This design comes from an exercise in tuning for small area on the open sky130 flow, not from production work.
Function was checked by simulation only, so behaviour that the tests miss may differ from the original.
In every run shown here, the design's own scripts or RTL, not TritonCTS, make the clock network.
The flow treats the clock pin as an ideal source. Dropping or thinning the clock tree relies on that and would not hold on a real chip.
Power is estimated from default activity; no workload was simulated.

File: flow/flow/run.sh
#!/bin/bash
# The standard layout (the standard.sh, standard synthesis unchanged),
# with two changes to how the layout is made:
#  - the ports are buffered with sky130_fd_sc_hd__buf_1;
#  - the clock tree is built by flow/cts.tcl (flow/mycts.tcl) instead of
#    TritonCTS: the clock port drives 3 buffers, which drive 10 leaf
#    buffers, each driving a group of about 15 flip-flops.
# Each tool's full log: ORFS's under orfs/logs/, make's output in
# place.log and finish.log, the clock tree step's in cts.log.
set -euo pipefail
here=$(pwd)
bash standard.sh BUFFER_PORTS_ARGS="-buffer_cell sky130_fd_sc_hd__buf_1" place > place.log 2>&1
RESULTS_DIR=$here/orfs/results/sky130hd/Project10_Pong_Top/base \
CLK_NLEAF=10 CLK_NTOP=3 CLK_LEAF=sky130_fd_sc_hd__clkbuf_8 CLK_TOP=sky130_fd_sc_hd__clkbuf_4 \
  openroad -no_init -exit flow/cts.tcl > cts.log 2>&1
sleep 1
touch orfs/results/sky130hd/Project10_Pong_Top/base/4_cts.odb orfs/results/sky130hd/Project10_Pong_Top/base/4_cts.sdc
bash standard.sh BUFFER_PORTS_ARGS="-buffer_cell sky130_fd_sc_hd__buf_1" finish > finish.log 2>&1
File: flow/standard.sh
#!/bin/bash
# synth_recipe.tcl (not shown) runs the flow's synth.tcl, then flattens the netlist and writes it again
# the make line also repeats each setting of config.mk as NAME=value (left out here)
make -C /OpenROAD-flow-scripts/flow DESIGN_CONFIG=/design/flow/config.mk WORK_HOME=/design/flow/orfs CLKGATE_MAP_FILE= SYNTH_SCRIPT=/design/flow/synth_recipe.tcl "${@:-finish}"
File: flow/constraint.sdc
create_clock -name core_clock -period 10.0 [get_ports {i_Clk}]
set_input_delay 2.0000 -clock core_clock [delete_from_list [all_inputs] [get_ports {i_Clk}]]
set_output_delay 2.0000 -clock core_clock [all_outputs]
set_load 0.01 [all_outputs]
File: flow/flow/mycts.tcl
# Manual clock tree. The flip-flops are split into CLK_NLEAF groups by
# balanced k-means on their placed positions; each group is driven by one
# leaf cell (CLK_LEAF, a buffer or an inverter). With CLK_NTOP > 0 the leaf
# cells are split the same way into CLK_NTOP groups, each driven by one
# CLK_TOP cell; the clock port drives the top cells (or the leaf cells when
# CLK_NTOP is 0). With inverters, use them at both levels.
proc env_or {name def} { if {[info exists ::env($name)]} { return $::env($name) } ; return $def }

# pts: list of {x y}; returns {assignment centres}. Balanced k-means: each
# group holds at most ceil(n/k) + slack points.
proc kmeans {pts k {slack 1}} {
  set n [llength $pts]
  set cap [expr {($n + $k - 1) / $k + $slack}]
  set sorted [lsort -real -index 0 $pts]
  set cs {}
  for {set j 0} {$j < $k} {incr j} {
    lappend cs [lindex $sorted [expr {int(($j + 0.5) * $n / $k)}]]
  }
  set asg {}
  for {set iter 0} {$iter < 60} {incr iter} {
    # all point/centre pairs by distance, assigned greedily within capacity
    set pairs {}
    set i 0
    foreach p $pts {
      for {set j 0} {$j < $k} {incr j} {
        set c [lindex $cs $j]
        lappend pairs [list [expr {abs([lindex $p 0] - [lindex $c 0]) + abs([lindex $p 1] - [lindex $c 1])}] $i $j]
      }
      incr i
    }
    set asg [lrepeat $n -1]
    set sc [lrepeat $k 0]
    foreach pr [lsort -real -index 0 $pairs] {
      lassign $pr d i j
      if {[lindex $asg $i] >= 0 || [lindex $sc $j] >= $cap} { continue }
      lset asg $i $j
      lset sc $j [expr {[lindex $sc $j] + 1}]
    }
    set sx [lrepeat $k 0.0]; set sy [lrepeat $k 0.0]
    set i 0
    foreach p $pts {
      set j [lindex $asg $i]
      lset sx $j [expr {[lindex $sx $j] + [lindex $p 0]}]
      lset sy $j [expr {[lindex $sy $j] + [lindex $p 1]}]
      incr i
    }
    set new {}
    for {set j 0} {$j < $k} {incr j} {
      if {[lindex $sc $j] > 0} {
        lappend new [list [expr {[lindex $sx $j] / [lindex $sc $j]}] [expr {[lindex $sy $j] / [lindex $sc $j]}]]
      } else {
        lappend new [lindex $cs $j]
      }
    }
    if {$new == $cs} { break }
    set cs $new
  }
  return [list $asg $cs]
}

proc add_buffer {block master name innet x y} {
  set inst [odb::dbInst_create $block $master $name]
  set net [odb::dbNet_create $block "${name}_net"]
  $net setSigType CLOCK
  [$inst findITerm A] connect $innet
  set out [$inst findITerm X]
  if {$out == "NULL"} { set out [$inst findITerm Y] }
  $out connect $net
  set w [[$inst getMaster] getWidth]
  set h [[$inst getMaster] getHeight]
  $inst setLocation [expr int($x - $w / 2)] [expr int($y - $h / 2)]
  $inst setPlacementStatus PLACED
  return $net
}

set nleaf [env_or CLK_NLEAF 8]
set ntop [env_or CLK_NTOP 2]
set leafcell [env_or CLK_LEAF sky130_fd_sc_hd__clkbuf_8]
set topcell [env_or CLK_TOP sky130_fd_sc_hd__clkbuf_8]
set db [ord::get_db]
set block [ord::get_db_block]
set clknet [$block findNet [env_or CLK_PORT i_Clk]]

set sinks {}
set pts {}
foreach it [$clknet getITerms] {
  set bb [[$it getInst] getBBox]
  lappend sinks $it
  lappend pts [list [expr ([$bb xMin] + [$bb xMax]) / 2.0] [expr ([$bb yMin] + [$bb yMax]) / 2.0]]
}
puts "mycts: [llength $sinks] clock sinks, $nleaf x $leafcell leaves, $ntop x $topcell tops"
lassign [kmeans $pts $nleaf] lasg lcs
set lcnt [lrepeat $nleaf 0]
foreach a $lasg { lset lcnt $a [expr [lindex $lcnt $a] + 1] }
puts "mycts: leaf group sizes $lcnt"

set topnets {}
if {$ntop > 0} {
  lassign [kmeans $lcs $ntop] tasg tcs
  for {set t 0} {$t < $ntop} {incr t} {
    set c [lindex $tcs $t]
    lappend topnets [add_buffer $block [$db findMaster $topcell] "clkbuf_top_$t" $clknet [lindex $c 0] [lindex $c 1]]
  }
}
set leafnets {}
for {set j 0} {$j < $nleaf} {incr j} {
  set c [lindex $lcs $j]
  set drv $clknet
  if {$ntop > 0} { set drv [lindex $topnets [lindex $tasg $j]] }
  lappend leafnets [add_buffer $block [$db findMaster $leafcell] "clkbuf_leaf_$j" $drv [lindex $c 0] [lindex $c 1]]
}
set i 0
foreach it $sinks {
  $it disconnect
  $it connect [lindex $leafnets [lindex $lasg $i]]
  incr i
}
File: flow/design.v
`timescale 1ns / 1ps
module Project10_Pong_Top
  (input  i_Clk,
   input  i_Rst,
   input  i_UART_RX,
   input  i_Switch_1,
   input  i_Switch_2,
   input  i_Switch_3,
   input  i_Switch_4,
   output o_VGA_HSync,
   output o_VGA_VSync,
   output o_VGA_Red_0,
   output o_VGA_Red_1,
   output o_VGA_Red_2,
   output o_VGA_Grn_0,
   output o_VGA_Grn_1,
   output o_VGA_Grn_2,
   output o_VGA_Blu_0,
   output o_VGA_Blu_1,
   output o_VGA_Blu_2);
  function automatic [16:0] inc(input [16:0] q, input cin);
    integer i;
    reg c;
    begin
      c = cin;
      for (i = 0; i < 17; i = i + 1) begin
        inc[i] = q[i] ^ c;
        c = c & q[i];
      end
    end
  endfunction
  function automatic [3:0] score_next(input [3:0] s, input en);
    score_next = s ^ {en & (s[3] | (s[2] & s[1] & s[0])), en & s[1] & s[0], en & s[0], en & ~s[3]};
  endfunction
  function automatic in_paddle(input [4:0] a, input [4:0] p);
    integer i;
    reg b;
    reg [4:0] d;
    begin
      b = 1'b0;
      for (i = 0; i < 5; i = i + 1) begin
        d[i] = a[i] ^ p[i] ^ b;
        b = (~a[i] & p[i]) | (~(a[i] ^ p[i]) & b);
      end
      in_paddle = ~b & ~(d[4] | d[3]) & ~(d[2] & d[1] & d[0]);
    end
  endfunction
  localparam [11:0] U_MID_M = 12'hB7F, U_MID_V = 12'h303;
  localparam [11:0] U_ID2_M = 12'hBDF, U_ID2_V = 12'h113;
  reg [11:0] r_U;
  wire       w_U_Idle2 = ((r_U & U_ID2_M) == U_ID2_V);
  wire       w_U_Idle  = ~|r_U[10:0] | w_U_Idle2;
  wire       w_U_Mid   = ((r_U & U_MID_M) == U_MID_V);
  wire       w_U_Start = w_U_Idle & ~i_UART_RX;
  wire       w_Rx_Early = w_U_Idle2;    
  always @(posedge i_Clk) begin
    if (i_Rst || (w_U_Mid && i_UART_RX) || w_U_Idle2)
      r_U <= {11'd0, ~i_Rst & w_U_Start};
    else
      r_U <= {r_U[10:0], (r_U[11] ^ r_U[10]) | w_U_Start};
  end
  localparam [14:0] DB_START = 15'd2935;
  localparam [14:0] DB_END_M = 15'h7B3F, DB_END_V = 15'h612E;
  reg [14:0] r_Db;
  wire       w_Db_En = ((r_Db & DB_END_M) == DB_END_V);
  reg  [3:0] r_Q0, r_Q1, r_Q2;
  wire [3:0] w_Pb = r_Q1 & ~r_Q2;
  always @(posedge i_Clk)
    if (i_Rst || w_Db_En) r_Db <= DB_START;
    else                  r_Db <= {r_Db[13:0], r_Db[14] ^ r_Db[13]};
  always @(posedge i_Clk)
    if (i_Rst) begin
      r_Q0 <= 0;
      r_Q1 <= 0;
      r_Q2 <= 0;
    end else if (w_Db_En) begin
      r_Q0 <= {i_Switch_4, i_Switch_3, i_Switch_2, i_Switch_1};
      r_Q1 <= r_Q0;
      r_Q2 <= r_Q1;
    end
  reg [16:0] r_P1_Cnt, r_P2_Cnt;
  reg  [4:0] r_P1_Y, r_P2_Y;
  wire       w_P1_En  = w_Pb[0] ^ w_Pb[1];
  wire       w_P2_En  = w_Pb[2] ^ w_Pb[3];
  wire       w_P1_Lim = &{r_P1_Cnt[16:13], r_P1_Cnt[11], r_P1_Cnt[6], r_P1_Cnt[3]};
  wire       w_P2_Lim = &{r_P2_Cnt[16:13], r_P2_Cnt[11], r_P2_Cnt[6], r_P2_Cnt[3]};
  wire       w_P1_Dec = w_Pb[0] & w_P1_Lim & (|r_P1_Y);
  wire       w_P1_Inc = ~w_P1_Dec & w_Pb[1] & w_P1_Lim &
                        ~(r_P1_Y[4] & r_P1_Y[2] & r_P1_Y[1] & r_P1_Y[0]);
  wire       w_P2_Dec = w_Pb[2] & w_P2_Lim & (|r_P2_Y);
  wire       w_P2_Inc = ~w_P2_Dec & w_Pb[3] & w_P2_Lim &
                        ~(r_P2_Y[4] & r_P2_Y[2] & r_P2_Y[1] & r_P2_Y[0]);
  always @(posedge i_Clk) begin
    r_P1_Cnt <= (i_Rst | (w_P1_En & w_P1_Lim)) ? 17'd0 : inc(r_P1_Cnt, w_P1_En);
    r_P2_Cnt <= (i_Rst | (w_P2_En & w_P2_Lim)) ? 17'd0 : inc(r_P2_Cnt, w_P2_En);
  end
  always @(posedge i_Clk) begin
    r_P1_Y <= {5{~i_Rst}} & (r_P1_Y + {{4{w_P1_Dec}}, w_P1_Dec | w_P1_Inc});
    r_P2_Y <= {5{~i_Rst}} & (r_P2_Y + {{4{w_P2_Dec}}, w_P2_Dec | w_P2_Inc});
  end
  reg  [2:0] r_SM;
  reg  [3:0] r_P1_Score, r_P2_Score;    
  wire       w_Active = r_SM[0] & ~r_SM[1] & ~r_SM[2];
  reg [16:0] r_B_Cnt;
  reg  [5:0] r_B_X;
  reg  [4:0] r_B_Y;
  reg        r_B_DX, r_B_DY;
  wire       w_B_Lim = &{r_B_Cnt[16:13], r_B_Cnt[11], r_B_Cnt[6], r_B_Cnt[3]};
  wire       w_B_Edge = ~|r_B_X | (r_B_X[5] & r_B_X[2] & r_B_X[1] & r_B_X[0]);
  wire [4:0] w_Edge_Paddle = r_B_X[5] ? r_P2_Y : r_P1_Y;
  wire       w_Miss = w_B_Edge & ~in_paddle(r_B_Y, w_Edge_Paddle);
  wire       w_Idle_Or_Cleanup = ~r_SM[1] & ~r_SM[0];
  wire       w_Start = r_SM[2] & r_SM[0];    
  wire       w_Go = w_Idle_Or_Cleanup & w_Rx_Early;
  wire       w_First = r_SM[1] & r_SM[0];    
  wire       w_P1_Wins = r_SM[1] & ~r_SM[2] & ~r_SM[0];
  wire       w_P2_Wins = r_SM[1] & r_SM[2];
  wire [2:0] w_SM_Next;
  assign w_SM_Next[0] = w_Go | w_Start | (w_Active & ~w_Miss);
  assign w_SM_Next[1] = (w_Active & w_Miss) | (w_P1_Wins & r_P1_Score[3]) |
                        (w_P2_Wins & r_P2_Score[3]);
  assign w_SM_Next[2] = w_Go | (w_Active & w_Miss & ~r_B_X[5]) | w_P2_Wins |
                        (w_P1_Wins & ~r_P1_Score[3]);
  always @(posedge i_Clk) begin
    r_SM       <= i_Rst ? 3'b011 : w_SM_Next;
    r_P1_Score <= {4{~i_Rst}} & score_next(r_P1_Score, w_P1_Wins);
    r_P2_Score <= {4{~i_Rst}} & score_next(r_P2_Score, w_P2_Wins);
  end
  always @(posedge i_Clk)
    r_B_Cnt <= (i_Rst | (w_Active & w_B_Lim)) ? 17'd0 : inc(r_B_Cnt, w_Active);
  wire       w_Bounce_X = r_B_DX ? (r_B_X[5] & r_B_X[2] & r_B_X[1] & r_B_X[0]) : ~|r_B_X;
  wire       w_Bounce_Y = r_B_DY ? (r_B_Y[4] & r_B_Y[3] & r_B_Y[2] & r_B_Y[0]) : ~|r_B_Y;
  wire       w_New_DX = r_B_DX ^ w_Bounce_X;
  wire       w_New_DY = r_B_DY ^ w_Bounce_Y;
  wire [5:0] w_XC = r_B_X ^ {6{~w_New_DX}};
  wire [4:0] w_YC = r_B_Y ^ {5{~w_New_DY}};
  wire [5:0] w_XT = {&w_XC[4:0], &w_XC[3:0], &w_XC[2:0], &w_XC[1:0], w_XC[0], 1'b1} & {6{w_B_Lim}};
  wire [4:0] w_YT = {&w_YC[3:0], &w_YC[2:0], &w_YC[1:0], w_YC[0], 1'b1} & {5{w_B_Lim}};
  wire       w_B_Hold = i_Rst | ~w_Active;    
  always @(posedge i_Clk) begin
    r_B_X  <= w_B_Hold ? 6'd20 : r_B_X ^ w_XT;
    r_B_Y  <= w_B_Hold ? 5'd15 : r_B_Y ^ w_YT;
    r_B_DX <= ~w_B_Hold & (w_B_Lim ? w_New_DX : r_B_DX);
    r_B_DY <= w_B_Hold | (w_B_Lim ? w_New_DY : r_B_DY);
  end
  reg [9:0] r_Col, r_Row;
  wire      w_Col_End = &{r_Col[9:8], r_Col[4:0]};    
  wire      w_Row_End = r_Row[9] & r_Row[3] & r_Row[2];   
  wire [16:0] w_Col_Inc = inc({7'd0, r_Col}, ~w_First);
  wire [16:0] w_Row_Inc = inc({7'd0, r_Row}, w_Col_End);
  always @(posedge i_Clk) begin
    r_Col <= (i_Rst | w_Col_End) ? 10'd0 : w_Col_Inc[9:0];
    r_Row <= (i_Rst | (w_Col_End & w_Row_End)) ? 10'd0 : w_Row_Inc[9:0];
  end
  wire [5:0] w_Col_Div = r_Col[9:4];
  wire [5:0] w_Row_Div = r_Row[9:4];
  wire w_Draw_Ball   = (w_Col_Div == r_B_X) && (w_Row_Div == {1'b0, r_B_Y});
  wire w_Col_Paddle  = (w_Col_Div == 6'd0) | (w_Col_Div == 6'd39);
  wire [4:0] w_Col_Paddle_Y = w_Col_Div[5] ? r_P2_Y : r_P1_Y;
  wire w_Draw_Paddle = w_Col_Paddle & ~w_Row_Div[5] & in_paddle(w_Row_Div[4:0], w_Col_Paddle_Y);
  reg r_Draw, r_Vid1, r_Vid2;
  always @(posedge i_Clk)
    if (i_Rst) begin
      r_Draw <= 1'b0;
      r_Vid1 <= 1'b0;
      r_Vid2 <= 1'b0;
    end else begin
      r_Draw <= w_Draw_Ball | w_Draw_Paddle;
      r_Vid1 <= r_Draw;
      r_Vid2 <= r_Vid1;
    end
  wire w_HS_Low = (r_Col >= 10'd661) && (r_Col <= 10'd752);
  wire w_VS_Low = (r_Row == 10'd490 && r_Col >= 10'd3) || (r_Row == 10'd491) ||
                  (r_Row == 10'd492 && r_Col <= 10'd2);
  assign o_VGA_HSync = ~w_First & ~w_HS_Low;
  assign o_VGA_VSync = ~w_First & ~w_VS_Low;
  assign o_VGA_Red_0 = r_Vid2;
  assign o_VGA_Red_1 = r_Vid2;
  assign o_VGA_Red_2 = r_Vid2;
  assign o_VGA_Grn_0 = r_Vid2;
  assign o_VGA_Grn_1 = r_Vid2;
  assign o_VGA_Grn_2 = r_Vid2;
  assign o_VGA_Blu_0 = r_Vid2;
  assign o_VGA_Blu_1 = r_Vid2;
  assign o_VGA_Blu_2 = r_Vid2;
endmodule
File: flow/flow/cts.tcl
# Clock tree step run in place of ORFS's TritonCTS step: reads the placed
# design, builds the clock tree of mycts.tcl, legalizes, repairs hold if
# needed and writes the files ORFS's cts step would (4_1_cts.odb,
# 4_cts.odb, 4_cts.sdc).
set res $::env(RESULTS_DIR)
set plat $::env(FLOW_HOME)/platforms/sky130hd
read_liberty $plat/lib/sky130_fd_sc_hd__tt_025C_1v80.lib
read_db $res/3_place.odb
read_sdc $res/3_place.sdc
source $plat/setRC.tcl

source [file dirname [info script]]/mycts.tcl

detailed_placement
check_placement -verbose
set_propagated_clock [all_clocks]
estimate_parasitics -placement

set worst 0
foreach pin [get_pins -of_objects [all_registers] -filter "is_clock==1"] {
  set s [get_property $pin slew_max]
  if {$s > $worst} { set worst $s }
}
puts "cts: largest flip-flop clock-pin slew (placement estimate) $worst"
report_clock_skew
report_worst_slack -min
report_worst_slack -max

if {[sta::worst_slack -min] < 0} {
  puts "cts: repairing hold"
  set_dont_use {sky130_fd_sc_hd__probe_p_8 sky130_fd_sc_hd__probec_p_8 sky130_fd_sc_hd__lpflow_*}
  repair_timing -hold
  detailed_placement
  check_placement -verbose
  report_worst_slack -min
}

write_db $res/4_1_cts.odb
write_sdc -no_timestamp $res/4_cts.sdc
file copy -force $res/4_1_cts.odb $res/4_cts.odb
file mtime $res/4_cts.sdc [clock seconds]
File: flow/config.mk
export PLATFORM = sky130hd
export DESIGN_NAME = Project10_Pong_Top
export DESIGN_NICKNAME = Project10_Pong_Top
export VERILOG_FILES = /design/flow/design.v
export SDC_FILE = /design/flow/constraint.sdc
export NUM_CORES = 4
export LEC_CHECK = 0
export CAP_MARGIN = 20
export CORE_MARGIN = 2
export CORE_UTILIZATION = 80
export CTS_BUF_LIST = sky130_fd_sc_hd__clkbuf_8
export PLACE_DENSITY = 0.85
export SLEW_MARGIN = 20
==> results of run 1 <==
per-stage QoR:
stage | hold slack, ns | total power, mW | instance area (µm²) | utilization [%] | std cells
after global routing | 0.431 | 0.931 | 6930 | 84.7 | 755
after floorplan | 0.386 | 0.633 | 6730 | - | 650
final | 0.423 | 0.899 | 6930 | 84.7 | 755
after detailed placement | 0.403 | 0.641 | 6770 | 82.8 | 742
after global placement | 0.389 | 0.639 | 6770 | 82.8 | 742
synthesized netlist by cell type (all sizes together), types with 6 or more instances:
library cell / count
dfxtp: 147
and2: 80
ha: 77
nor2: 44
xor2: 23
a21oi: 22
nand2: 20
buf: 17
nand4: 16
xnor2: 16
mux2i: 15
clkbuf: 14
inv: 14
nor2b: 14
nor3: 13
fa: 10
nand3: 10
o21ai: 9
mux2: 8
nand2b: 8
nor4: 7
or4: 7
a21o: 6
or2: 6
metal layers:
layer,vias to the layer above,wire length (µm)
met5,-,0
met4,0,197
met3,22,474
met2,102,5440
met1,2087,4950
li1,2219,-
state kept, by name (all words and copies together), names as in the netlist, 5 cells and up:
| register | count |
|---|---|
| r_P2_Y | 5 |
| r_Db | 15 |
| r_U | 12 |
| r_Row | 10 |
| r_P1_Y | 5 |
| r_P2_Cnt | 17 |
| r_B_X | 6 |
| r_B_Cnt | 17 |
| r_B_Y | 5 |
| r_Col | 10 |
| r_P1_Cnt | 17 |
final timing paths:
kind | slack (ns) | end | cells past startpoint | start
setup / recovery | 5.84 | r_B_Cnt[16]$_SDFF_PP0_ | 20 | r_SM[1]$_SDFF_PP1_
hold reg to reg | 0.42 | r_Db[11]$_SDFF_PP1_ | 1 | r_Db[10]$_SDFF_PP0_
setup reg to reg | 5.84 | r_B_Cnt[16]$_SDFF_PP0_ | 20 | r_SM[1]$_SDFF_PP1_
hold / removal | 0.42 | r_Db[11]$_SDFF_PP1_ | 1 | r_Db[10]$_SDFF_PP0_
report_power, final:
part | internal, mW | leakage [nW] | switching, mW
registers | 0.593 | 1.19 | 0.00627
clock network | 0.104 | 0.0857 | 0.167
logic | 0.0105 | 2.05 | 0.0174
total | 0.708 | 3.33 | 0.191
critical path: stages, from the launching register on:
cell and delay [ns]:
dfxtp_1 0.51, nand2b_1 0.19, nor2_1 0.10, ha_1 0.22
ha_1 0.18, ha_1 0.18, ha_1 0.19, ha_1 0.18
ha_1 0.18, ha_1 0.18, ha_1 0.18, ha_1 0.18
ha_1 0.18, ha_1 0.18, ha_1 0.18, ha_1 0.18
ha_1 0.18, ha_1 0.18, ha_1 0.19, xor2_1 0.14
and2_1 0.15
layout make-up:
class | count | area, µm² | share of cell area [%]
buffer | 13 | 160 | 2.31
sequential | 147 | 2940 | 42.5
inverter | 14 | 52.6 | 0.759
multi-input combinational | 458 | 3570 | 51.5
timing repair buffer | 18 | 72.6 | 1.05
tap | 105 | 131 | 1.90
cell families after synthesis:
group	count (synthesis)
AOI/OAI and AO/OA	64
xor gates and xnor gates	39
adders and majority gates	87
buffers and inverters	45
DFF	147
muxes	23
and+or+nand+nor	245
==> impl_results.md, run 1 <==
- Final setup fails: 0
- Primary FF master, synth: dfxtp_1
- Largest family of logic cells by synthesized area: simple AND/OR/NAND/NOR gates
- Area of the mapped netlist: 0.00673 mm²
- Final global-route overflow total: 0
- DRC Markers: 0
- Fraction of registers with async set/reset: 0%
- Placer Congestion: 0.823
- M1 GR Usage: 32.5%
- Multiplexer share of the synthesized area: 3.57%
- Dpl ws: 5.87 ns
- GRT Util Overall: 25.1%
- CORE AREA: 0.00818 mm²
- Share of cells above drive strength 1: 5.69%
- Sequential fraction of the synthesis area: 43.7%
- WL/cell: 14.7 µm
- Clk Latency, worst-skew pair: 0.38 ns
- Worst min path class: reg2reg
- Antenna diode count: 0
- Simple-gate share of the synthesized area: 20.6%
- CP Capture Type: flip-flop
- Most frequent cells in the layout: dfxtp_1 (147), and2_1 (80), ha_1 (77), nor2_1 (44), xor2_1 (23)
- I/O pin cnt: 18
- Yosys cell types: 58
- DR vias: 4,430
- Initial drt markers: 173
- Maximum VDD drop: 0.000122 V
- Effective utilization at floorplan: 82.3%
- Pin slew with the least headroom to its limit: 1.02 ns
- PD cells: 130 mW/mm²
- Leading area contributor after synthesis: dfxtp_1
- Grt met2 use: 45.5%
- GRT met3 Usage: 2.74%
- Critical Path RT: 10.22 ns
- Synth-to-layout area growth: 2.94%
- Top cells by area, synth: dfxtp_1 (44%), ha_1 (14%), and2_1 (7.4%)
- Final worst path period share: 41.6%
- Die Wd: 95.7 µm
- Crit path time final: 4.16 ns
- RSZ-0062 raised after global routing: no
- Max Slew Vio Count: 0
- # fillers: 468
- Synth warn: 1
- Global-route layer with the greatest usage: met2
- Final Hold Vio Count: 0
- Area fraction of the dominant cell type after synthesis: 43.7%
- DR pass1 iterations: 5
- Flops & latches, synth: 147
- Vias per cell: 5.87
- Setup Skew: 0.0911 ns
- Die height: 95.7 µm
- Syn_nets: 744
- Max-slew headroom: 31.4%
- CTS clk-pin slew, worst paths: 0.09 ns
- Post-DP HPWL: 8130 µm
- Worst Setup Slack, final: 5.84 ns
- Fin Setup TNS: 0 ns
- Status: finished clean
- DIE AREA: 0.00916 mm²
- Number of synthesized flops with an enable pin: 0
- Post-synthesis compound-gate area fraction: 6.49%
- Crit Path Class: reg2reg
- Initial antenna violation count: 0
- Peak Freq: 240 MHz
- Port Buffers: 17
- Pin count of the biggest net entering global routing: 56
- Adder-Cell Fraction of Synth Area: 17.3%
- Commonest non-fill, non-tap cell in the layout: dfxtp_1
- Cells after synthesis: 650
- Syn avg cell area: 10.4 µm²
- First-pass GRT wire length: 19,100 µm
- Row count: 33
- XOR/XNOR Fraction of Synth Area: 5.08%
- DRT Wirelength: 11,100 µm
- Critical path data arrival time: 4.38 ns
- Max-Cap Viols: 0
- Worst-path fanout max: 11
- Post-DRT Antenna Nets: 0
- Vias in the first global route: 4,395
- Setup crit start kind: flip-flop
- Fin nets: 746
- Static Leakage: 3.33 nW
==> inputs of run 2 (changes only) <==
--- a/flow/config.mk
+++ b/flow/config.mk
@@ -9,5 +9,4 @@
 export CORE_MARGIN = 2
-export CORE_UTILIZATION = 80
+export CORE_UTILIZATION = 60
 export CTS_BUF_LIST = sky130_fd_sc_hd__clkbuf_8
-export PLACE_DENSITY = 0.85
 export SLEW_MARGIN = 20
==> run 2 against run 1 <==
First-iteration DRC count increased by 14%. Combinational power is 3% lower. Utilization down 21 points. Still clean. Sequential share of layout area shrank 0.28 points. Routed wire length down 3.0%. Total power is 0.35% lower.
==> impl_results.md, run 2 <==
- Status: finished clean
- DIE AREA: 0.0121 mm²
- Pin slew with the least headroom to its limit: 1.00 ns
- Sequential Power Share: 66.9%
- Primary FF master, synth: dfxtp_1
- Final global-route overflow total: 0
- Worst-path fanout max: 11
- CP Capture Type: flip-flop
- P_sw: 0.188 mW
- Vias in the first global route: 4,183
- CTS clk-pin slew, worst paths: 0.09 ns
- Die height: 110 µm
- Vias per cell: 5.41
- Syn avg cell area: 10.4 µm²
- Max Slew Vio Count: 0
- First-pass GRT wire length: 18,700 µm
- PD cells: 128 mW/mm²
- Worst path cell trace: nand2b_1, nor2_1, ha_1, ha_1, ha_1, ha_1, ha_1, ha_1, ha_1, ha_1, ha_1, ha_1, ha_1, ha_1, ha_1, ha_1, ha_1, ha_1, xor2_1, and2_1
- CP bufs+invs: 0
- Area of the mapped netlist: 0.00673 mm²
- Fin nets: 746
- Crit Path Class: reg2reg
- Maximum VDD drop: 0.000108 V
- Critical path data arrival time: 4.40 ns
- Syn_nets: 744
- Cells after synthesis: 650
- Most frequent CP cell: ha_1
- Most frequent cells in the layout: dfxtp_1 (147), and2_1 (80), ha_1 (77), nor2_1 (44), xor2_1 (23)
- Worst min path class: reg2reg
- Max-Cap Viols: 0
- Placed inst area: 0.00681 mm²
- Clk pwr share: 30.1%
- I/O pin cnt: 18
- Synth warn: 1
- Top flop regs: r_B_Cnt x17, r_P1_Cnt x17, r_P2_Cnt x17
- Fraction of power spent switching nets: 21.0%
- Pin count of the biggest net entering global routing: 56
- Synth-to-layout area growth: 3.63%
- Final Hold Vio Count: 0
- DR pass1 iterations: 4
- Critical Path RT: 10.25 ns
- Fin Setup TNS: 0 ns
- M1 GR Usage: 24.3%
- Port Buffers: 17
- Design area: 0.00697 mm²
- Initial antenna violation count: 1
- DRC Markers: 0
- Crit path time final: 4.16 ns
- Top cells by count, synth: dfxtp_1 (147), and2_1 (80), ha_1 (77), nor2_1 (44), xor2_1 (23)
- Flops & latches, synth: 147
- Row count: 38
- Peak Freq: 241 MHz
- GRT met3 Usage: 1.66%
- WL/cell: 13.6 µm
- Effective utilization at floorplan: 61.8%
- Setup crit start kind: flip-flop
- Commonest non-fill, non-tap cell in the layout: dfxtp_1
- Clk Latency, worst-skew pair: 0.35 ns
- RSZ-0062 raised after global routing: no
- Share of cells above drive strength 1: 5.69%
- Final worst path period share: 41.6%
- Sequential fraction of the synthesis area: 43.7%
- Post-DRT Antenna Nets: 0
- Most numerous cell in the Yosys netlist: dfxtp_1
- Setup Skew: 0.0459 ns
- Top cells by area, synth: dfxtp_1 (44%), ha_1 (14%), and2_1 (7.4%)
- DRT Wirelength: 10,700 µm
- Fraction of registers with async set/reset: 0%
- Post-DP HPWL: 7770 µm
- DR vias: 4,282
- Logic pwr share: 3.0%
- Static Leakage: 3.33 nW
- # fillers: 931
- Global-route layer with the greatest usage: met2
- Pint: 0.708 mW
- Max-slew headroom: 32.5%
- Cell family with most CP delay: adder cells
- Final setup fails: 0
- Leading area contributor after synthesis: dfxtp_1
- Die Wd: 110 µm
- CORE AREA: 0.0109 mm²
- Grt met2 use: 33.5%
- Area fraction of the dominant cell type after synthesis: 43.7%
- Number of synthesized flops with an enable pin: 0
- Crit-path max cell delay: 0.52 ns
- Highest-delay cell along the critical path: dfxtp_1
- Initial drt markers: 197
- Placer Congestion: 0.782
- GRT Util Overall: 18.6%
- Yosys cell types: 58
[run 2: cell counts after synthesis]
No cell type changed its count.
[run 2: logic make-up (layout without fill, tap and decap cells)]
kind of cell | count (synthesis) | count (layout) | share of synthesized area (%)
and+or+nand+nor | 245 | 245 | 20.6
buffers and inverters | 45 | 45 | 3.25
AOI/OAI and AO/OA | 64 | 64 | 6.49
xor gates and xnor gates | 39 | 39 | 5.08
muxes | 23 | 23 | 3.57
adders and majority gates | 87 | 87 | 17.3
other | 0 | 1 | 0
DFF | 147 | 147 | 43.7
[run 2: worst paths after layout]
kind                        from                     end  slack, ns  cells after the start
min          r_Db[10]$_SDFF_PP0_     r_Db[11]$_SDFF_PP1_       0.43                      1
min reg2reg  r_Db[10]$_SDFF_PP0_     r_Db[11]$_SDFF_PP1_       0.43                      1
max           r_SM[1]$_SDFF_PP1_  r_B_Cnt[16]$_SDFF_PP0_       5.84                     20
max reg2reg   r_SM[1]$_SDFF_PP1_  r_B_Cnt[16]$_SDFF_PP0_       5.84                     20
[run 2: metal layers]
| metal | wire length, µm | share of wire, % | up-vias |
|---|---|---|---|
| met3 | 296 | 2.8 | 16 |
| met1 | 5080 | 47 | 2000 |
| li1 | - | - | 2223 |
| met5 | 0 | 0 | - |
| met2 | 5140 | 48 | 43 |
| met4 | 223 | 2.1 | 0 |
[run 2: cell type report]
class | instances | area (µm²) | share of cell area (%)
inverter | 14 | 52.6 | 0.754
timing repair buffer | 18 | 72.6 | 1.04
buffer | 13 | 160 | 2.30
tap | 140 | 175 | 2.51
sequential | 147 | 2940 | 42.2
multi-input combinational | 458 | 3570 | 51.1
antenna | 1 | 2.50 | 0.0359
[run 2: power by group through the flow]
stage | Combinational (mW) | Clock [mW] | Sequential (mW)
final | 0.0272 | 0.270 | 0.599
after floorplan | 0.0224 | 0 | 0.611
after global placement | 0.0267 | 0 | 0.613
after detailed placement | 0.0280 | 0 | 0.613
after global routing | 0.0317 | 0.302 | 0.601
[run 2: stage by stage]
stage	hold WS, ns	utilization, %	cells	worst slack [ns]	total power [mW]
after floorplan	0.386	-	650	6.20	0.633
after global placement	0.392	62.5	777	5.94	0.639
after detailed placement	0.404	62.5	777	5.86	0.641
after global routing	0.443	64.0	791	5.58	0.935
final	0.428	64.0	791	5.84	0.896
==> inputs of run 3 (changes only) <==
--- a/flow/design.v
+++ b/flow/design.v
@@ -80,2 +80,6 @@
     end
+  localparam [16:0] MV_START = 17'd67690, MV_END_M = 17'h1FFF6;
+  function automatic [16:0] mv_step(input [16:0] q);
+    mv_step = {q[15:0], q[16] ^ q[13]};
+  endfunction
   reg [16:0] r_P1_Cnt, r_P2_Cnt;
@@ -84,4 +88,4 @@
   wire       w_P2_En  = w_Pb[2] ^ w_Pb[3];
-  wire       w_P1_Lim = &{r_P1_Cnt[16:13], r_P1_Cnt[11], r_P1_Cnt[6], r_P1_Cnt[3]};
-  wire       w_P2_Lim = &{r_P2_Cnt[16:13], r_P2_Cnt[11], r_P2_Cnt[6], r_P2_Cnt[3]};
+  wire       w_P1_Lim = ~|(r_P1_Cnt & MV_END_M);
+  wire       w_P2_Lim = ~|(r_P2_Cnt & MV_END_M);
   wire       w_P1_Dec = w_Pb[0] & w_P1_Lim & (|r_P1_Y);
@@ -92,6 +96,8 @@
                         ~(r_P2_Y[4] & r_P2_Y[2] & r_P2_Y[1] & r_P2_Y[0]);
-  always @(posedge i_Clk) begin
-    r_P1_Cnt <= (i_Rst | (w_P1_En & w_P1_Lim)) ? 17'd0 : inc(r_P1_Cnt, w_P1_En);
-    r_P2_Cnt <= (i_Rst | (w_P2_En & w_P2_Lim)) ? 17'd0 : inc(r_P2_Cnt, w_P2_En);
-  end
+  always @(posedge i_Clk)
+    if (i_Rst) r_P1_Cnt <= MV_START;
+    else if (w_P1_En) r_P1_Cnt <= w_P1_Lim ? MV_START : mv_step(r_P1_Cnt);
+  always @(posedge i_Clk)
+    if (i_Rst) r_P2_Cnt <= MV_START;
+    else if (w_P2_En) r_P2_Cnt <= w_P2_Lim ? MV_START : mv_step(r_P2_Cnt);
   always @(posedge i_Clk) begin
@@ -107,3 +113,3 @@
   reg        r_B_DX, r_B_DY;
-  wire       w_B_Lim = &{r_B_Cnt[16:13], r_B_Cnt[11], r_B_Cnt[6], r_B_Cnt[3]};
+  wire       w_B_Lim = ~|(r_B_Cnt & MV_END_M);
   wire       w_B_Edge = ~|r_B_X | (r_B_X[5] & r_B_X[2] & r_B_X[1] & r_B_X[0]);
@@ -129,3 +135,4 @@
   always @(posedge i_Clk)
-    r_B_Cnt <= (i_Rst | (w_Active & w_B_Lim)) ? 17'd0 : inc(r_B_Cnt, w_Active);
+    if (i_Rst) r_B_Cnt <= MV_START;
+    else if (w_Active) r_B_Cnt <= w_B_Lim ? MV_START : mv_step(r_B_Cnt);
   wire       w_Bounce_X = r_B_DX ? (r_B_X[5] & r_B_X[2] & r_B_X[1] & r_B_X[0]) : ~|r_B_X;
--- a/flow/flow/run.sh
+++ b/flow/flow/run.sh
@@ -5,4 +5,5 @@
 #  - the clock tree is built by flow/cts.tcl (flow/mycts.tcl) instead of
-#    TritonCTS: the clock port drives 3 buffers, which drive 10 leaf
-#    buffers, each driving a group of about 15 flip-flops.
+#    TritonCTS: the clock port drives 3 inverters, which drive 10 leaf
+#    inverters, each driving a group of about 15 flip-flops (two
+#    inversions, so every flip-flop sees the clock's own polarity).
 # Each tool's full log: ORFS's under orfs/logs/, make's output in
@@ -13,3 +14,3 @@
 RESULTS_DIR=$here/orfs/results/sky130hd/Project10_Pong_Top/base \
-CLK_NLEAF=10 CLK_NTOP=3 CLK_LEAF=sky130_fd_sc_hd__clkbuf_8 CLK_TOP=sky130_fd_sc_hd__clkbuf_4 \
+CLK_NLEAF=9 CLK_NTOP=3 CLK_LEAF=sky130_fd_sc_hd__inv_8 CLK_TOP=sky130_fd_sc_hd__inv_2 \
   openroad -no_init -exit flow/cts.tcl > cts.log 2>&1
--- a/flow/config.mk
+++ b/flow/config.mk
@@ -7,6 +7,5 @@
 export LEC_CHECK = 0
-export CAP_MARGIN = 20
+export CAP_MARGIN = 0
 export CORE_MARGIN = 2
 export CORE_UTILIZATION = 60
-export CTS_BUF_LIST = sky130_fd_sc_hd__clkbuf_8
-export SLEW_MARGIN = 20
+export SLEW_MARGIN = 0
==> run 3 against run 2 <==
Largest power group unchanged. Still clean on timing, DRC and antenna. Utilization shrank 1.2 points. Via count grew 10%. Total power shrank 1.5%. Critical path depth shrank 14. Routed wire length up 9.2%. First-iteration DRC count increased by 21%. Final area down 3.1%. Register-to-register slack better by 0.54 ns. Global-route usage up 1.4 points. Sequential power is 1% higher.
==> impl_results.md, run 3 <==
- Leading area contributor after synthesis: dfxtp_1
- Antenna diode count: 0
- Worst path cell trace: nor4_1, nand4_1, nor2_1, a21oi_1, o41a_1, buf_1
- DRC Markers: 0
- I/O pin cnt: 18
- CORE AREA: 0.0107 mm²
- Max-slew headroom: 42.9%
- Commonest non-fill, non-tap cell in the layout: dfxtp_1
- CTS clk-pin slew, worst paths: 0.09 ns
- Vias in the first global route: 4,359
- Crit path time final: 4.00 ns
- Row count: 38
- Most numerous cell in the Yosys netlist: dfxtp_1
- Fin Setup TNS: 0 ns
- Most frequent cells in the layout: dfxtp_1 (147), nand2_1 (83), nor2_1 (54), a21oi_1 (51), and2_1 (34)
- Yosys cell types: 55
- CP Capture Type: output port
- Syn avg cell area: 9.17 µm²
- Primary FF master, synth: dfxtp_1
- RSZ-0062 raised after global routing: no
- Effective utilization at floorplan: 61.2%
- GRT Util Overall: 20.0%
- Crit Path Class: reg2out
- Static Leakage: 2.73 nW
- Initial antenna violation count: 0
- Hold slack: 0.426 ns
- Status: finished clean
- WL/cell: 13.8 µm
- DR vias: 4,730
- Post-DRT Antenna Nets: 0
- Placer Congestion: 0.788
- Die height: 109 µm
- Pin count of the biggest net entering global routing: 63
- Sequential fraction of the synthesis area: 44.8%
- Maximum VDD drop: 0.000126 V
- Setup Skew: 0.0279 ns
- DRT Wirelength: 11,700 µm
- Vias per cell: 5.58
- Syn_nets: 763
- Pin slew with the least headroom to its limit: 0.854 ns
- Worst min path class: reg2reg
- Top flop regs: r_B_Cnt x17, r_P1_Cnt x17, r_P2_Cnt x17
- Fin nets: 756
- Area fraction of the dominant cell type after synthesis: 44.8%
- Crit-path max cell delay: 0.55 ns
- Initial drt markers: 238
- Critical path data arrival time: 2.00 ns
- Clk Latency, worst-skew pair: 0.24 ns
- Final Hold Vio Count: 0
- DR pass1 iterations: 7
- Share of cells above drive strength 1: 4.10%
- Max-Cap Viols: 0
- Final global-route overflow total: 0
- Final setup fails: 0
- Peak Freq: 250 MHz
- Area of the mapped netlist: 0.00657 mm²
- # placed instances: 836
- Die Wd: 109 µm
- Flops & latches, synth: 147
- First-pass GRT wire length: 20,000 µm
- Post-DP HPWL: 8210 µm
- Synth-to-layout area growth: 2.76%
- # fillers: 962
- DIE AREA: 0.0118 mm²
- Critical Path RT: 8.00 ns
- PD cells: 131 mW/mm²
- Non-filler instance count after layout: 848
- Number of synthesized flops with an enable pin: 0
- Final worst path period share: 40.0%
- Max Slew Vio Count: 0
- Port Buffers: 17
- Worst-path fanout max: 11
- Setup crit start kind: flip-flop
- Fraction of registers with async set/reset: 0%
- Highest-delay cell along the critical path: nor4_1
- Top cells by count, synth: dfxtp_1 (147), nand2_1 (83), nor2_1 (54), a21oi_1 (51), and2_1 (34)
- Cells after synthesis: 717
- Synth warn: 1
- Top cells by area, synth: dfxtp_1 (45%), ha_1 (5.5%), nand2_1 (4.7%)
## run 3: worst paths after layout
| kind | slack (ns) | cells past startpoint | to | startpoint |
|---|---|---|---|---|
| max reg2reg | 6.38 | 13 | r_SM[0]$_SDFF_PP1_ | r_B_X[5]$_SDFF_PP0_ |
| min | 0.43 | 1 | r_Db[11]$_SDFF_PP1_ | r_Db[10]$_SDFF_PP0_ |
| max | 6.00 | 6 | o_VGA_VSync | r_Col[9]$_SDFF_PP0_ |
| min reg2reg | 0.43 | 1 | r_Db[11]$_SDFF_PP1_ | r_Db[10]$_SDFF_PP0_ |
## run 3: report_power, final
part	total, mW	switching, mW	leakage [nW]	internal (mW)
Combinational	0.0379	0.0230	1.47	0.0149
Sequential	0.606	0.00922	1.19	0.597
Clock	0.238	0.205	0.0672	0.0333
## run 3: area by class of cell
| cell class | count | area [µm²] | share of cell area, % |
|---|---|---|---|
| inverters | 27 | 169 | 2.50 |
| multi-input cells | 514 | 3380 | 50.0 |
| flip-flops and latches | 147 | 2940 | 43.6 |
| well taps | 140 | 175 | 2.59 |
| repair buffers | 20 | 87.6 | 1.30 |
## run 3: kinds of logic (layout without fill, tap and decap cells)
family	Yosys count	in the layout	synth area share (%)
flip-flops	147	147	44.8
adder cells (fa/ha/maj)	39	39	8.56
XOR/XNOR	42	42	5.60
buffers and inverters	56	47	3.81
multiplexers	22	22	3.48
AO/OA/AOI/OAI	110	110	10.3
AND/OR/NAND/NOR	301	301	23.5
## run 3: per-layer routing
metal | global-route usage [%] | wire length, µm | vias up
met4 | 4.95 | 290 | 0
li1 | - | - | 2445
met1 | 27.9 | 5690 | 2200
met2 | 33.8 | 5390 | 67
met5 | 0 | 0 | -
met3 | 1.55 | 352 | 18
## run 3: per-stage QoR
step | power (mW) | cell area (µm²) | utilization (%) | setup WS, ns
3_5_place_dp | 0.658 | 6640 | 61.8 | 6.16
6_report | 0.883 | 6760 | 62.9 | 6.00
5_1_grt | 0.922 | 6760 | 62.9 | 5.71
2_1_floorplan | 0.649 | 6570 | - | 6.45
3_3_place_gp | 0.657 | 6640 | 61.8 | 6.20
## run 3: worst max-delay path, delay by kind of cell, from the launching register on
kind / cells / cell delay (ns)
flip-flops: 1 / 0.47
buffers and inverters: 1 / 0.13
AND/OR/NAND/NOR: 3 / 0.81
AO/OA/AOI/OAI: 2 / 0.35
==> inputs of run 4 (changes only) <==
--- a/flow/flow/run.sh
+++ b/flow/flow/run.sh
@@ -14,3 +14,3 @@
 RESULTS_DIR=$here/orfs/results/sky130hd/Project10_Pong_Top/base \
-CLK_NLEAF=9 CLK_NTOP=3 CLK_LEAF=sky130_fd_sc_hd__inv_8 CLK_TOP=sky130_fd_sc_hd__inv_2 \
+CLK_NLEAF=10 CLK_NTOP=3 CLK_LEAF=sky130_fd_sc_hd__inv_8 CLK_TOP=sky130_fd_sc_hd__inv_2 \
   openroad -no_init -exit flow/cts.tcl > cts.log 2>&1
--- a/flow/config.mk
+++ b/flow/config.mk
@@ -7,5 +7,6 @@
 export LEC_CHECK = 0
-export CAP_MARGIN = 0
+export CAP_MARGIN = 20
 export CORE_MARGIN = 2
 export CORE_UTILIZATION = 60
-export SLEW_MARGIN = 0
+export CTS_BUF_LIST = sky130_fd_sc_hd__clkbuf_8
+export SLEW_MARGIN = 20
==> run 4 against run 3 <==
Area after synthesis unchanged. Largest power group unchanged. Critical endpoint unchanged. Clock skew rose by 0.030 ns. Highest routed layer unchanged. Cell count is 0.12% higher. Critical path depth is the same. Maximum frequency shrank 0.40%. Still clean on timing, DRC and antenna.
==> impl_results.md, run 4 <==
- Top flop regs: r_B_Cnt x17, r_P1_Cnt x17, r_P2_Cnt x17
- Vias in the first global route: 4,408
- Design area: 0.00677 mm²
- Synth-to-layout area growth: 2.93%
- DR pass1 iterations: 5
- Highest-delay cell along the critical path: nor4_1
- Most numerous cell in the Yosys netlist: dfxtp_1
- First-pass GRT wire length: 20,200 µm
- Antenna diode count: 0
- DIE AREA: 0.0118 mm²
- Crit path time final: 4.02 ns
- Vias per cell: 5.59
- Post-DP HPWL: 8210 µm
- RSZ-0062 raised after global routing: no
- Maximum VDD drop: 0.0000832 V
- Leading area contributor after synthesis: dfxtp_1
- Area fraction of the dominant cell type after synthesis: 44.8%
- Row count: 38
- CP bufs+invs: 1
- # fillers: 959
- Most frequent cells in the layout: dfxtp_1 (147), nand2_1 (83), nor2_1 (54), a21oi_1 (51), and2_1 (34)
- Number of synthesized flops with an enable pin: 0
- Die height: 109 µm
- Static Leakage: 2.73 nW
- DRC Markers: 0
- Placed inst area: 0.00664 mm²
- DR vias: 4,747
- Fraction of registers with async set/reset: 0%
- Primary FF master, synth: dfxtp_1
- Setup crit start kind: flip-flop
- DRT Wirelength: 11,900 µm
- Max Slew Vio Count: 0
- Total chip power: 0.897 mW
- Critical path data arrival time: 2.02 ns
- Die Wd: 109 µm
- Area of the multi-input gates: 0.00338 mm²
- Cells after synthesis: 717
- Final setup fails: 0
- Clk Latency, worst-skew pair: 0.29 ns
- Fin nets: 757
- I/O pin cnt: 18
- Reg area: 0.00294 mm²
- WL/cell: 14.0 µm
- Commonest non-fill, non-tap cell in the layout: dfxtp_1
- GRT Util Overall: 20.2%
- CORE AREA: 0.0107 mm²
- Yosys cell types: 55
- Cell family with most CP delay: simple AND/OR/NAND/NOR gates
- R2R setup slack: 6.40 ns
- Status: finished clean
- CP Capture Type: output port
- Sequential fraction of the synthesis area: 44.8%
- PD cells: 133 mW/mm²
- Pin count of the biggest net entering global routing: 63
- Top cells by count, synth: dfxtp_1 (147), nand2_1 (83), nor2_1 (54), a21oi_1 (51), and2_1 (34)
- Area of the mapped netlist: 0.00657 mm²
- Fin Setup TNS: 0 ns
- Flops & latches, synth: 147
- Final global-route overflow total: 0
- Worst path cell trace: nor4_1, nand4_1, nor2_1, a21oi_1, o41a_1, buf_1
- Worst min path class: reg2reg
- Post-DRT Antenna Nets: 0
- Share of cells above drive strength 1: 4.23%
- Port Buffers: 17
- Synth warn: 1
- Worst-path fanout max: 11
- Syn_nets: 763
- Final worst path period share: 40.2%
- Effective utilization at floorplan: 61.2%
- Crit-path max cell delay: 0.55 ns
- Pin slew with the least headroom to its limit: 0.847 ns
- Peak Freq: 249 MHz
- Critical Path RT: 8.00 ns
- Max-slew headroom: 43.3%
- Max-Cap Viols: 0
- Final Hold Vio Count: 0
- Setup Skew: 0.0581 ns
- Syn avg cell area: 9.17 µm²
- CTS clk-pin slew, worst paths: 0.09 ns
- Initial antenna violation count: 0
- Top cells by area, synth: dfxtp_1 (45%), ha_1 (5.5%), nand2_1 (4.7%)
- Initial drt markers: 280
- Crit Path Class: reg2out
- Placer Congestion: 0.788
==> run 4: cells by family after synthesis <==
family,share of synthesized area [%]
AND/OR/NAND/NOR,23.5
flip-flops,44.8
AO/OA/AOI/OAI,10.3
buffers and inverters,3.81
XOR/XNOR,5.60
adder cells (fa/ha/maj),8.56
multiplexers,3.48
==> run 4: metrics by stage <==
step,std cells,hold slack [ns],utilization (%),worst slack [ns]
final,849,0.409,63.0,5.98
after global routing,849,0.433,63.0,5.68
after detailed placement,836,0.400,61.8,6.16
after global placement,836,0.393,61.8,6.20
after floorplan,717,0.386,-,6.45
==> run 4: final timing paths <==
check / to / cells past startpoint / startpoint
min: r_B_Cnt[2]$_SDFFE_PP0P_ / 2 / r_B_Cnt[1]$_SDFFE_PP1P_
max: o_VGA_VSync / 6 / r_Col[9]$_SDFF_PP0_
max reg2reg: r_SM[0]$_SDFF_PP1_ / 13 / r_B_X[5]$_SDFF_PP0_
min reg2reg: r_B_Cnt[2]$_SDFFE_PP0P_ / 2 / r_B_Cnt[1]$_SDFFE_PP1P_
==> run 4: worst min-delay path, stage by stage (launching register included) <==
cell     delay, ns
dfxtp_1       0.33
nand2_1       0.05
a21oi_1       0.05
==> run 4: layout make-up <==
| class | instances | area share (%) |
|---|---|---|
| inverter | 28 | 2.66 |
| timing repair buffer | 20 | 1.29 |
| multi-input combinational | 514 | 50.0 |
| sequential | 147 | 43.5 |
| tap | 140 | 2.59 |
==> run 4: per-layer routing <==
metal | global-route usage [%] | up-vias | share of wire (%)
li1 | - | 2452 | -
met5 | 0 | - | 0
met4 | 4.85 | 0 | 2.4
met2 | 33.9 | 52 | 46
met1 | 28.0 | 2224 | 49
met3 | 2.33 | 19 | 3.0
==> run 4: report_power, final <==
group	switching (mW)	total [mW]	internal, mW
Clock	0.215	0.252	0.0369
Combinational	0.0232	0.0382	0.0149
Sequential	0.00921	0.606	0.597
Total	0.248	0.897	0.649
==> inputs of run 5 (changes only) <==
--- a/flow/flow/run.sh
+++ b/flow/flow/run.sh
@@ -5,4 +5,4 @@
 #  - the clock tree is built by flow/cts.tcl (flow/mycts.tcl) instead of
-#    TritonCTS: the clock port drives 3 inverters, which drive 10 leaf
-#    inverters, each driving a group of about 15 flip-flops (two
+#    TritonCTS: the clock port drives 3 inverters, which drive 9 leaf
+#    inverters, each driving a group of about 16 flip-flops (two
 #    inversions, so every flip-flop sees the clock's own polarity).
@@ -14,3 +14,3 @@
 RESULTS_DIR=$here/orfs/results/sky130hd/Project10_Pong_Top/base \
-CLK_NLEAF=10 CLK_NTOP=3 CLK_LEAF=sky130_fd_sc_hd__inv_8 CLK_TOP=sky130_fd_sc_hd__inv_2 \
+CLK_NLEAF=9 CLK_NTOP=3 CLK_LEAF=sky130_fd_sc_hd__inv_8 CLK_TOP=sky130_fd_sc_hd__inv_2 \
   openroad -no_init -exit flow/cts.tcl > cts.log 2>&1
--- a/flow/config.mk
+++ b/flow/config.mk
@@ -10,3 +10,2 @@
 export CORE_UTILIZATION = 60
-export CTS_BUF_LIST = sky130_fd_sc_hd__clkbuf_8
 export SLEW_MARGIN = 20
==> run 5 against run 4 <==
Register-to-register slack got worse by 0.02 ns. Sequential share of layout area up 0.072 points. Routed wire length shrank 1.5%. Worst setup slack improved by 0.016 ns. Via count is 0.36% lower. Global-route usage shrank 0.22 points. Critical path depth stayed put. Area after synthesis unchanged. Clock skew fell by 0.030 ns. Critical path type unchanged. Largest power group unchanged. Highest routed layer unchanged.
==> impl_results.md, run 5 <==
- Post-DRT Antenna Nets: 0
- Logic pwr share: 4.3%
- Fin nets: 756
- # fillers: 962
- DRT Wirelength: 11,700 µm
- WL/cell: 13.8 µm
- Final Hold Vio Count: 0
- Antenna diode count: 0
- Clk Latency, worst-skew pair: 0.24 ns
- Vias per cell: 5.58
- Setup Skew: 0.0279 ns
- Crit path time final: 4.00 ns
- Top cells by count, synth: dfxtp_1 (147), nand2_1 (83), nor2_1 (54), a21oi_1 (51), and2_1 (34)
- Yosys cell types: 55
- Setup crit start kind: flip-flop
- Top flop regs: r_B_Cnt x17, r_P1_Cnt x17, r_P2_Cnt x17
- DR pass1 iterations: 7
- Primary FF master, synth: dfxtp_1
- Flops & latches, synth: 147
- CORE AREA: 0.0107 mm²
- Share of cells above drive strength 1: 4.10%
- Synth-to-layout area growth: 2.76%
- CTS clk-pin slew, worst paths: 0.09 ns
- DRC Markers: 0
- Post-DP HPWL: 8210 µm
- Final global-route overflow total: 0
- Most numerous cell in the Yosys netlist: dfxtp_1
- Status: finished clean
- RR Endpoint: r_SM[0]$_SDFF_PP1_
- Critical Path RT: 8.00 ns
- Critical path data arrival time: 2.00 ns
- Effective utilization at floorplan: 61.2%
- Initial antenna violation count: 0
- Final setup fails: 0
- Most frequent cells in the layout: dfxtp_1 (147), nand2_1 (83), nor2_1 (54), a21oi_1 (51), and2_1 (34)
- P_sw: 0.237 mW
- Pin slew with the least headroom to its limit: 0.854 ns
- Max-slew headroom: 42.9%
- Worst min path class: reg2reg
- Reg2Reg Launch Point: r_B_X[5]$_SDFF_PP0_
- WHS Path Cells: 1
- GRT Util Overall: 20.0%
- R2R setup slack: 6.38 ns
- Max-Cap Viols: 0
- Placer Congestion: 0.788
- Fraction of power spent switching nets: 26.9%
- Crit-path max cell delay: 0.55 ns
- Number of synthesized flops with an enable pin: 0
- Final worst path period share: 40.0%
- RSZ-0062 raised after global routing: no
- Worst-path fanout max: 11
- Pint: 0.645 mW
- Maximum VDD drop: 0.000126 V
- Cells after synthesis: 717
- Syn_nets: 763
- Peak Freq: 250 MHz
- Pin count of the biggest net entering global routing: 63
- Top cells by area, synth: dfxtp_1 (45%), ha_1 (5.5%), nand2_1 (4.7%)
- Vias in the first global route: 4,359
- First-pass GRT wire length: 20,000 µm
- Commonest non-fill, non-tap cell in the layout: dfxtp_1
- CP Capture Type: output port
- Row count: 38
- Static Leakage: 2.73 nW
- Die height: 109 µm
- Max Slew Vio Count: 0
- DR vias: 4,730
- # placed instances: 836
- Initial drt markers: 238
- Reg area: 0.00294 mm²
- Worst Hold End: r_Db[11]$_SDFF_PP1_
- PD cells: 131 mW/mm²
- Fin Setup TNS: 0 ns
- Highest-delay cell along the critical path: nor4_1
- Sequential Power Share: 68.7%
- Port Buffers: 17
- Area fraction of the dominant cell type after synthesis: 44.8%
- Area of the multi-input gates: 0.00338 mm²
- Critical path startpoint: r_Col[9]$_SDFF_PP0_
- Synth warn: 1
- Clk pwr share: 27.0%
- Leading area contributor after synthesis: dfxtp_1
- Hold_sp: r_Db[10]$_SDFF_PP0_
- I/O pin cnt: 18
- Area of the mapped netlist: 0.00657 mm²
- Reg2reg path depth: 13
- Sequential fraction of the synthesis area: 44.8%
- DIE AREA: 0.0118 mm²
- Fraction of registers with async set/reset: 0%
- Crit Path Class: reg2out
- Die Wd: 109 µm
- Non-filler instance count after layout: 848
- Syn avg cell area: 9.17 µm²
- Worst path cell trace: nor4_1, nand4_1, nor2_1, a21oi_1, o41a_1, buf_1
run 5: power groups by stage:
stage	sequential, mW	clock, mW	combinational, mW
3_3_place_gp	0.619	0	0.0372
2_1_floorplan	0.616	0	0.0330
5_1_grt	0.609	0.270	0.0436
6_report	0.606	0.238	0.0379
3_5_place_dp	0.619	0	0.0382
run 5: final cells by class:
| cell class | instances | share of cell area (%) |
|---|---|---|
| Inverter | 27 | 2.50 |
| Multi-Input combinational cell | 514 | 50.0 |
| Sequential cell | 147 | 43.6 |
| Tap cell | 140 | 2.59 |
| Timing Repair Buffer | 20 | 1.30 |
run 5: critical path, delay by kind of cell (launching register included):
kind / cells / cell delay (ns)
simple gates: 3 / 0.81
compound gates: 2 / 0.35
flops: 1 / 0.47
buf+inv: 1 / 0.13
run 5: kinds of logic after synthesis:
logic type / after synthesis / synth area share, %
and+or+nand+nor: 301 / 23.5
buffers and inverters: 56 / 3.81
xor gates and xnor gates: 42 / 5.60
muxes: 22 / 3.48
DFF: 147 / 44.8
adders and majority gates: 39 / 8.56
AOI/OAI and AO/OA: 110 / 10.3
run 5: per-layer routing:
metal / global-route usage [%] / up-vias / part of all wire (%)
met5: 0 / - / 0
met4: 4.95 / 0 / 2.5
met1: 27.9 / 2200 / 49
li1: - / 2445 / -
met2: 33.8 / 67 / 46
met3: 1.55 / 18 / 3.0
run 5: per-stage QoR:
step	hold WS [ns]	utilization (%)	setup slack, ns	area (µm²)	power (mW)
2_1_floorplan	0.386	-	6.45	6570	0.649
3_3_place_gp	0.393	61.8	6.20	6640	0.657
3_5_place_dp	0.400	61.8	6.16	6640	0.658
5_1_grt	0.444	62.9	5.71	6760	0.922
6_report	0.426	62.9	6.00	6760	0.883
run 5: worst max-delay path by stage:
stage / end / slack (ns) / depth (start not counted)
floorplan: o_VGA_VSync / 6.45 / 6
global placement: r_Db[3]$_SDFF_PP0_ / 6.20 / 4
detailed placement: r_Db[7]$_SDFF_PP0_ / 6.16 / 4
global route: o_VGA_VSync / 5.71 / 6
finish: o_VGA_VSync / 6.00 / 6
==> inputs of run 6 (changes only) <==
--- a/flow/flow/run.sh
+++ b/flow/flow/run.sh
@@ -5,4 +5,4 @@
 #  - the clock tree is built by flow/cts.tcl (flow/mycts.tcl) instead of
-#    TritonCTS: the clock port drives 3 inverters, which drive 9 leaf
-#    inverters, each driving a group of about 16 flip-flops (two
+#    TritonCTS: the clock port drives 3 inverters, which drive 8 leaf
+#    inverters, each driving a group of about 18 flip-flops (two
 #    inversions, so every flip-flop sees the clock's own polarity).
@@ -14,3 +14,3 @@
 RESULTS_DIR=$here/orfs/results/sky130hd/Project10_Pong_Top/base \
-CLK_NLEAF=9 CLK_NTOP=3 CLK_LEAF=sky130_fd_sc_hd__inv_8 CLK_TOP=sky130_fd_sc_hd__inv_2 \
+CLK_NLEAF=8 CLK_NTOP=3 CLK_LEAF=sky130_fd_sc_hd__inv_8 CLK_TOP=sky130_fd_sc_hd__inv_2 \
   openroad -no_init -exit flow/cts.tcl > cts.log 2>&1
==> run 6 against run 5 <==
Still clean on timing, DRC and antenna. Final area fell by 0.17%. Routed wire length rose by 0.26%. Critical path depth did not move. First-iteration DRC count rose by 5.5%. Register-to-register slack got worse by 0.07 ns. Total power fell by 0.99%. Sequential share of layout area rose by 0.073 points. Sequential power barely moved. Combinational power barely moved. Critical endpoint unchanged. Largest cell class unchanged. Largest power group unchanged.
==> impl_results.md, run 6 <==
- PD cells: 130 mW/mm²
- Vias in the first global route: 4,383
- Effective utilization at floorplan: 61.2%
- DRC Markers: 0
- Peak Freq: 251 MHz
- Critical Path RT: 8.00 ns
- Static Leakage: 2.72 nW
- Worst-path fanout max: 11
- Die Wd: 109 µm
- Initial drt markers: 251
- Commonest non-fill, non-tap cell in the layout: dfxtp_1
- Yosys cell types: 55
- DIE AREA: 0.0118 mm²
- Fraction of registers with async set/reset: 0%
- Crit path time final: 3.99 ns
- Cells after synthesis: 717
- DR vias: 4,717
- DRT Wirelength: 11,800 µm
- CP Capture Type: output port
- Area of the mapped netlist: 0.00657 mm²
- I/O pin cnt: 18
- Maximum VDD drop: 0.000108 V
- DR pass1 iterations: 4
- Top cells by area, synth: dfxtp_1 (45%), ha_1 (5.5%), nand2_1 (4.7%)
- Synth warn: 1
- Primary FF master, synth: dfxtp_1
- Synth-to-layout area growth: 2.59%
- Row count: 38
- Pin slew with the least headroom to its limit: 0.853 ns
- Fin nets: 755
- First-pass GRT wire length: 20,000 µm
- Top flop regs: r_B_Cnt x17, r_P1_Cnt x17, r_P2_Cnt x17
- CTS clk-pin slew, worst paths: 0.10 ns
- Sequential fraction of the synthesis area: 44.8%
- Vias per cell: 5.57
- Final worst path period share: 39.9%
- Pin count of the biggest net entering global routing: 63
- Flops & latches, synth: 147
- Leading area contributor after synthesis: dfxtp_1
- Post-DP HPWL: 8210 µm
- Syn_nets: 763
- Post-DRT Antenna Nets: 0
- Status: finished clean
- Initial antenna violation count: 0
- Antenna diode count: 0
- Area fraction of the dominant cell type after synthesis: 44.8%
- Setup crit start kind: flip-flop
- Total chip power: 0.874 mW
- Number of synthesized flops with an enable pin: 0
- RSZ-0062 raised after global routing: no
- Non-filler instance count after layout: 847
- Final Hold Vio Count: 0
- Share of cells above drive strength 1: 3.96%
- Syn avg cell area: 9.17 µm²
- Final setup fails: 0
- Port Buffers: 17
- Area of the multi-input gates: 0.00338 mm²
- # fillers: 967
- Critical path data arrival time: 1.99 ns
- Top cells by count, synth: dfxtp_1 (147), nand2_1 (83), nor2_1 (54), a21oi_1 (51), and2_1 (34)
- Setup Skew: 0.129 ns
- Clk Latency, worst-skew pair: 0.30 ns
- # placed instances: 836
- Die height: 109 µm
- Max Slew Vio Count: 0
- GRT Util Overall: 20.0%
- Most numerous cell in the Yosys netlist: dfxtp_1
- Worst min path class: reg2reg
- Placer Congestion: 0.788
- Crit Path Class: reg2out
- Most frequent cells in the layout: dfxtp_1 (147), nand2_1 (83), nor2_1 (54), a21oi_1 (51), and2_1 (34)
- Fin Setup TNS: 0 ns
- Max-Cap Viols: 0
- Final global-route overflow total: 0
- Reg area: 0.00294 mm²
- CORE AREA: 0.0107 mm²
- WL/cell: 13.9 µm
- Max-slew headroom: 42.9%
-- run 6: area by class of cell --
type                            instances  area share (%)
Multi-Input combinational cell        514            50.1
Tap cell                              140            2.60
Inverter                               26            2.34
Sequential cell                       147            43.6
Timing Repair Buffer                   20            1.30
-- run 6: worst paths after layout --
kind	cells past startpoint	startpoint	endpoint	slack (ns)
worst max-delay path	6	r_Col[9]$_SDFF_PP0_	o_VGA_VSync	6.01
worst min register to register	1	r_U[6]$_SDFF_PN0_	r_U[7]$_SDFF_PN0_	0.39
worst min-delay path	1	r_U[6]$_SDFF_PN0_	r_U[7]$_SDFF_PN0_	0.39
worst max register to register	13	r_B_X[5]$_SDFF_PP0_	r_SM[0]$_SDFF_PP1_	6.31
-- run 6: stage by stage --
| step | utilization [%] | instance area [µm²] | setup WS (ns) | hold slack (ns) |
|---|---|---|---|---|
| 6_report | 62.8 | 6740 | 6.01 | 0.390 |
| 5_1_grt | 62.8 | 6740 | 5.73 | 0.394 |
| 2_1_floorplan | - | 6570 | 6.45 | 0.386 |
| 3_3_place_gp | 61.8 | 6640 | 6.20 | 0.393 |
| 3_5_place_dp | 61.8 | 6640 | 6.16 | 0.400 |
-- run 6: critical path, stage by stage (launching register included) --
cell	delay, ns
dfxtp_1	0.48
nor4_1	0.56
nand4_1	0.16
nor2_1	0.11
a21oi_1	0.05
o41a_1	0.30
buf_1	0.13
-- run 6: logic make-up (layout without fill, tap and decap cells) --
family | after synthesis | after routing | share of synthesized area [%]
AND/OR/NAND/NOR | 301 | 301 | 23.5
adder cells (fa/ha/maj) | 39 | 39 | 8.56
buffers and inverters | 56 | 46 | 3.81
AO/OA/AOI/OAI | 110 | 110 | 10.3
multiplexers | 22 | 22 | 3.48
XOR/XNOR | 42 | 42 | 5.60
flip-flops | 147 | 147 | 44.8
-- run 6: metal layers --
layer,global-route usage (%),up-vias,routed length (µm)
met2,34.1,40,5440
met1,27.8,2213,5830
met4,3.66,0,224
met5,0,-,0
li1,-,2448,-
met3,2.21,16,264
-- run 6: where the power goes --
group,switching [mW],internal (mW),leakage (nW)
Clock,0.199,0.0307,0.0611
Combinational,0.0231,0.0149,1.47
Sequential,0.00920,0.597,1.19

[separate check: timing with driven ports]
How much do the figures lean on ideal ports? The routed layouts below were timed once more, with nothing changed but the port constraints. Step 1 assumes that a clkbuf_16 drives the clock port and a buf_2 every other input. Step 2 also shifts input and output timing later by t, the mid clock arrival at the registers, as if the neighbouring blocks saw the same clock. a / b / c = no drivers / after step 1 / after step 2; a / b = the first two.
| run | t (ns) | setup WS [ns] | pins driven straight from the clock port |
|---|---|---|---|
| run 1 | 0.390 | 5.841 / 5.791 / 5.841 | 3 |
| run 2 | 0.379 | 5.843 / 5.826 / 5.843 | 3 |
| run 3 | 0.283 | 5.997 / 5.945 / 6.185 | 3 |
| run 4 | 0.325 | 5.981 / 5.914 / 6.150 | 3 |
| run 5 | 0.283 | 5.997 / 5.945 / 6.185 | 3 |
| run 6 | 0.299 | 6.009 / 5.946 / 6.142 | 3 |
After both steps setup and hold are still met in every run listed.
